Background: an optimization exercise with open tools, aiming at small area and a short achievable clock period. Do not read the settings as production practice. At most, simulation tests tie the RTL to the original design; equivalence was not proved.

Design top_level, start of the top module:
module top_level(f1,f2,p,in_1,in_2,out,clk,clk2);
input [7:0]in_1, in_2;
input clk;
input clk2;
input [15:0]p;   
input [15:0]f1,f2;  
output [15:0]out;
wire       nz1_d, nz2_d;
wire [2:0] k1_d, k2_d;
wire [6:0] xf1_d, xf2_d;
convert cv1 (.int8(in_1), .nz(nz1_d), .k(k1_d), .xf(xf1_d));
convert cv2 (.int8(in_2), .nz(nz2_d), .k(k2_d), .xf(xf2_d));
reg        nz1, nz2, s1, s2;
reg  [2:0] k1, k2;
reg  [4:0] be1, be2;
reg  [6:0] xf1, xf2;
reg  [9:0] bm1, bm2;
always @(posedge clk) begin
  nz1 <= nz1_d;  nz2 <= nz2_d;
  k1  <= k1_d;   k2  <= k2_d;
  xf1 <= xf1_d;  xf2 <= xf2_d;
  s1  <= f1[15]; s2  <= f2[15];
  be1 <= f1[14:10]; be2 <= f2[14:10];
  bm1 <= f1[9:0]; bm2 <= f2[9:0];
end
wire [18:7] P1_d, P2_d;
mult mu1 (.xf(xf1), .bm(bm1), .P(P1_d));
mult mu2 (.xf(xf2), .bm(bm2), .P(P2_d));
reg [18:7] P1, P2;
reg [4:0]  e1, e2;
reg        z1, z2, t1, t2;
always @(posedge clk) begin
  P1 <= P1_d;  P2 <= P2_d;
  e1 <= be1 + {2'b00, k1};
  e2 <= be2 + {2'b00, k2};
  z1 <= nz1;   z2 <= nz2;
  t1 <= s1;    t2 <= s2;
end
wire [15:0] m1, m2;
mult_norm mn1 (.nz(z1), .s(t1), .e0(e1), .P(P1), .C(m1));
mult_norm mn2 (.nz(z2), .s(t2), .e0(e2), .P(P2), .C(m2));
wire [14:0] sR_d;
wire [4:0]  sLe_d;
wire        sLs_d, sbz_d;
shift_adder sa1 (.A(m1), .B(m2), .R(sR_d), .Le(sLe_d), .Ls(sLs_d), .bz(sbz_d));
reg [14:0] sR;
reg [4:0]  sLe;
reg        sLs, sbz;
always @(posedge clk) begin
  sR  <= sR_d;
  sLe <= sLe_d;
  sLs <= sLs_d;
  sbz <= sbz_d;
end
wire [15:0] S_sum;
normalize no1 (.R(sR), .Le(sLe), .Ls(sLs), .bz(sbz), .Z(S_sum));
wire [15:0] Y;
mux mx (.in1(out), .in2(p), .sel(clk2), .out(Y));
wire ge_p, ge_o;
compare_adder #(.W(15)) cpp (.A(S_sum[14:0]), .B(p[14:0]),   .ge(ge_p));
compare_adder #(.W(15)) cpo (.A(S_sum[14:0]), .B(out[14:0]), .ge(ge_o));
reg [15:0] aA, aB;
reg        age;
always @(posedge clk) begin
  aA  <= S_sum;
  aB  <= Y;
  age <= clk2 ? ge_p : ge_o;
end
wire [15:0] far_d, near_r;
wire        near_d;
acc_far  af (.A(aA), .B(aB), .ge(age), .Z(far_d));
acc_near an (.A(aA), .B(aB), .ge(age), .Z(near_r), .near(near_d));
wire bz_d = (aA == 16'h0000) & (aB == 16'h0000);
reg [15:0] rfar, rnear;
reg        selF, selN;
always @(posedge clk) begin
  rfar  <= far_d;
  rnear <= near_r;
  selF  <= ~near_d & ~bz_d;
  ...
Settings: LEC_CHECK=0, ABC_AREA=1, CAP_MARGIN=20, CORE_MARGIN=2, CORE_UTILIZATION=40, SLEW_MARGIN=20; clock period 13.5 ns.
standard.sh (not shown) runs the stock make flow with config.mk's settings and CLKGATE_MAP_FILE= SYNTH_SCRIPT=/design/flow/synth_recipe.tcl, a recipe that flattens the netlist after the stock synthesis.
==> flow/flow/run.sh <==
#!/bin/bash
set -euo pipefail
bash standard.sh synth > synth.log 2>&1
bash standard.sh SETUP_SLACK_MARGIN=9 TNS_END_PERCENT=0 "BUFFER_PORTS_ARGS=-buffer_cell sky130_fd_sc_hd__buf_2" finish > layout.log 2>&1
==> next run, changes <==
--- a/flow/config.mk
+++ b/flow/config.mk
@@ -9,4 +9,5 @@
 export CAP_MARGIN = 20
 export CORE_MARGIN = 2
-export CORE_UTILIZATION = 40
+export CORE_UTILIZATION = 75
+export PLACE_DENSITY = 0.85
 export SLEW_MARGIN = 20
What happened:
- The new run finished with timing, DRC and antenna clean
- synthesized area does not change
- non-clock buffer count increases by 4
- die area decreases by well over a third
- global-route usage increases by 20 points
- clock-buffer cell count increases by 1
==> next run, changes <==
--- a/flow/config.mk
+++ b/flow/config.mk
@@ -9,5 +9,5 @@
 export CAP_MARGIN = 20
 export CORE_MARGIN = 2
-export CORE_UTILIZATION = 75
-export PLACE_DENSITY = 0.85
+export CORE_UTILIZATION = 65
+export PLACE_DENSITY = 0.75
 export SLEW_MARGIN = 20
After rerunning: The new run completed with no timing, DRC or antenna violations; setup slack is better by 0.30 ns; synthesized cell count stays the same; sequential cell count stays the same; worst hold slack degrades by 0.0053 ns.
Function was not checked in any run of this note: the RTL went through the layout flow alone.


Another version of the RTL of top_level (not shown whole).
For scale: about 2,800 cells after synthesis, roughly 190 flip-flops.
## top_level
module top_level(f1,f2,p,in_1,in_2,out,clk,clk2);
input [7:0]in_1, in_2;
input clk;
input clk2;
input [15:0]p;   
input [15:0]f1,f2;  
output [15:0]out;
wire       nz1_d, nz2_d;
wire [2:0] k1_d, k2_d;
wire [6:0] xf1_d, xf2_d;
convert cv1 (.int8(in_1), .nz(nz1_d), .k(k1_d), .xf(xf1_d));
convert cv2 (.int8(in_2), .nz(nz2_d), .k(k2_d), .xf(xf2_d));
reg        nz1, nz2, s1, s2;
reg  [4:0] be1, be2;
reg  [2:0] k1, k2;
reg  [6:0] xf1, xf2;
reg  [9:0] bm1, bm2;
reg  [12:0] t31, t32;    
always @(posedge clk) begin
  t31 <= {2'b00, 1'b1, f1[9:0]} + {1'b0, 1'b1, f1[9:0], 1'b0};
  t32 <= {2'b00, 1'b1, f2[9:0]} + {1'b0, 1'b1, f2[9:0], 1'b0};
  nz1 <= nz1_d;  nz2 <= nz2_d;
  be1 <= f1[14:10]; be2 <= f2[14:10];
  k1  <= k1_d;      k2  <= k2_d;
  xf1 <= xf1_d;  xf2 <= xf2_d;
  s1  <= f1[15]; s2  <= f2[15];
  bm1 <= f1[9:0]; bm2 <= f2[9:0];
end
wire [18:7] P1_d, P2_d;
mult mu1 (.xf(xf1), .bm(bm1), .B3(t31), .P(P1_d));
mult mu2 (.xf(xf2), .bm(bm2), .B3(t32), .P(P2_d));
wire [15:0] m1_d, m2_d;
mult_norm mn1 (.nz(nz1), .s(s1), .e0(be1 + {2'b00, k1}), .P(P1_d), .C(m1_d));
mult_norm mn2 (.nz(nz2), .s(s2), .e0(be2 + {2'b00, k2}), .P(P2_d), .C(m2_d));
reg [15:0] m1, m2;
always @(posedge clk) begin
  m1 <= m1_d;
  m2 <= m2_d;
end
  ...
Settings: LEC_CHECK=0, ABC_AREA=1, CAP_MARGIN=20, CORE_MARGIN=2, CORE_UTILIZATION=65, CTS_BUF_LIST=sky130_fd_sc_hd__clkbuf_8, PLACE_DENSITY=0.75, SLEW_MARGIN=20; clock period 13.5 ns.
==> flow/flow/run.sh <==
#!/bin/bash
# Own layout flow: the standard flow's synthesis script and layout, with these changes
# in how the layout is made:
#  - synthesis leaves the arithmetic to ABC instead of first mapping full
#    and half adders to fixed adder cells (ADDER_MAP_FILE empty); the
#    registers, their names and cell types are the same as the standard
#    synthesis gives;
#  - the port buffers are buf_2 cells instead of the resizer's default pick;
set -euo pipefail
bash standard.sh ADDER_MAP_FILE= synth > synth.log 2>&1
bash standard.sh ADDER_MAP_FILE= SETUP_SLACK_MARGIN=9.7 TNS_END_PERCENT=0 "BUFFER_PORTS_ARGS=-buffer_cell sky130_fd_sc_hd__buf_2" finish > layout.log 2>&1
The first run completed without violations.
Change:
--- a/flow/flow/run.sh
+++ b/flow/flow/run.sh
@@ -9,3 +9,3 @@
 set -euo pipefail
 bash standard.sh ADDER_MAP_FILE= synth > synth.log 2>&1
-bash standard.sh ADDER_MAP_FILE= SETUP_SLACK_MARGIN=9.7 TNS_END_PERCENT=0 "BUFFER_PORTS_ARGS=-buffer_cell sky130_fd_sc_hd__buf_2" finish > layout.log 2>&1
+bash standard.sh ADDER_MAP_FILE= SETUP_SLACK_MARGIN=9.5 TNS_END_PERCENT=0 "BUFFER_PORTS_ARGS=-buffer_cell sky130_fd_sc_hd__buf_2" finish > layout.log 2>&1
CTS_BUF_LIST = default   (was sky130_fd_sc_hd__clkbuf_8)
Fmax decreases by 3.4%.
Clock-buffer cell count increases by 2.
Final area increases by 0.47%.
Change:
--- a/flow/flow/run.sh
+++ b/flow/flow/run.sh
@@ -9,3 +9,3 @@
 set -euo pipefail
 bash standard.sh ADDER_MAP_FILE= synth > synth.log 2>&1
-bash standard.sh ADDER_MAP_FILE= SETUP_SLACK_MARGIN=9.5 TNS_END_PERCENT=0 "BUFFER_PORTS_ARGS=-buffer_cell sky130_fd_sc_hd__buf_2" finish > layout.log 2>&1
+bash standard.sh ADDER_MAP_FILE= SETUP_SLACK_MARGIN=9.7 TNS_END_PERCENT=0 "BUFFER_PORTS_ARGS=-buffer_cell sky130_fd_sc_hd__buf_2" finish > layout.log 2>&1
CORE_UTILIZATION = 55   (was 65)
PLACE_DENSITY = 0.7   (was 0.75)
Result: Cell count grows by 2.3%; hold slack improved by 0.039 ns; utilization fell by 11 points; global-route usage went down by 4.2 points; setup slack gets better by 0.26 ns; synthesized cell count stays the same.
Change:
--- a/flow/flow/run.sh
+++ b/flow/flow/run.sh
@@ -9,3 +9,3 @@
 set -euo pipefail
 bash standard.sh ADDER_MAP_FILE= synth > synth.log 2>&1
-bash standard.sh ADDER_MAP_FILE= SETUP_SLACK_MARGIN=9.7 TNS_END_PERCENT=0 "BUFFER_PORTS_ARGS=-buffer_cell sky130_fd_sc_hd__buf_2" finish > layout.log 2>&1
+bash standard.sh ADDER_MAP_FILE= SETUP_SLACK_MARGIN=9.85 TNS_END_PERCENT=0 "BUFFER_PORTS_ARGS=-buffer_cell sky130_fd_sc_hd__buf_2" finish > layout.log 2>&1
CORE_UTILIZATION = 65   (was 55)
PLACE_DENSITY = 0.75   (was 0.7)
Effect: The changed run passed the timing, DRC and antenna checks. Global-route usage goes up by 6.5 points. Non-clock buffer count goes up by 6. Sequential cell count stays the same. Cell count goes down by 1.7%. Register-to-register slack got worse by 0.35 ns. First-iteration DRC count goes up by 56%. Clock skew goes up by 0.0036 ns.

what the ideal ports hide:
Ports are ideal in the flow. The routed layouts listed here were re-timed in OpenROAD.
Step 1, drivers: a clkbuf_16 drives clk and a buf_2 each remaining input, both assumed.
Step 2, shift: input delay + t, output delay - t, t = (earliest + latest rising clock arrival at the registers) / 2. This alone moves slack from input paths to output paths.
a / b / c = ideal ports / drivers / drivers and shift; a / b = the first two.
| run | t (ns) | setup WS [ns] | worst register clock-pin slew, ns | cell pins on the clock port's net |
|---|---|---|---|---|
| the first run of note 1 | 0.532 | 8.861 / 8.811 / 8.861 | 0.08 / 0.08 | 1 |
| the second run of note 1 | 0.502 | 8.654 / 8.654 / 8.654 | 0.09 / 0.09 | 1 |
| the third run of note 1 | 0.503 | 8.952 / 8.902 / 8.958 | 0.07 / 0.07 | 1 |
| the first run of note 2 | 0.518 | 9.393 / 9.393 / 9.310 | 0.11 / 0.11 | 1 |
| the second run of note 2 | 0.482 | 9.250 / 9.250 / 9.237 | 0.08 / 0.08 | 1 |
| the third run of note 2 | 0.504 | 9.509 / 9.509 / 9.175 | 0.08 / 0.08 | 1 |
| the fourth run of note 2 | 0.482 | 9.161 / 9.161 / 9.161 | 0.08 / 0.08 | 1 |
After both steps setup and hold are still met in every run listed. For the third run of note 2, which loses most, drivers alone change the setup slack by 0.000 ns; drivers and shift together by -0.334 ns.
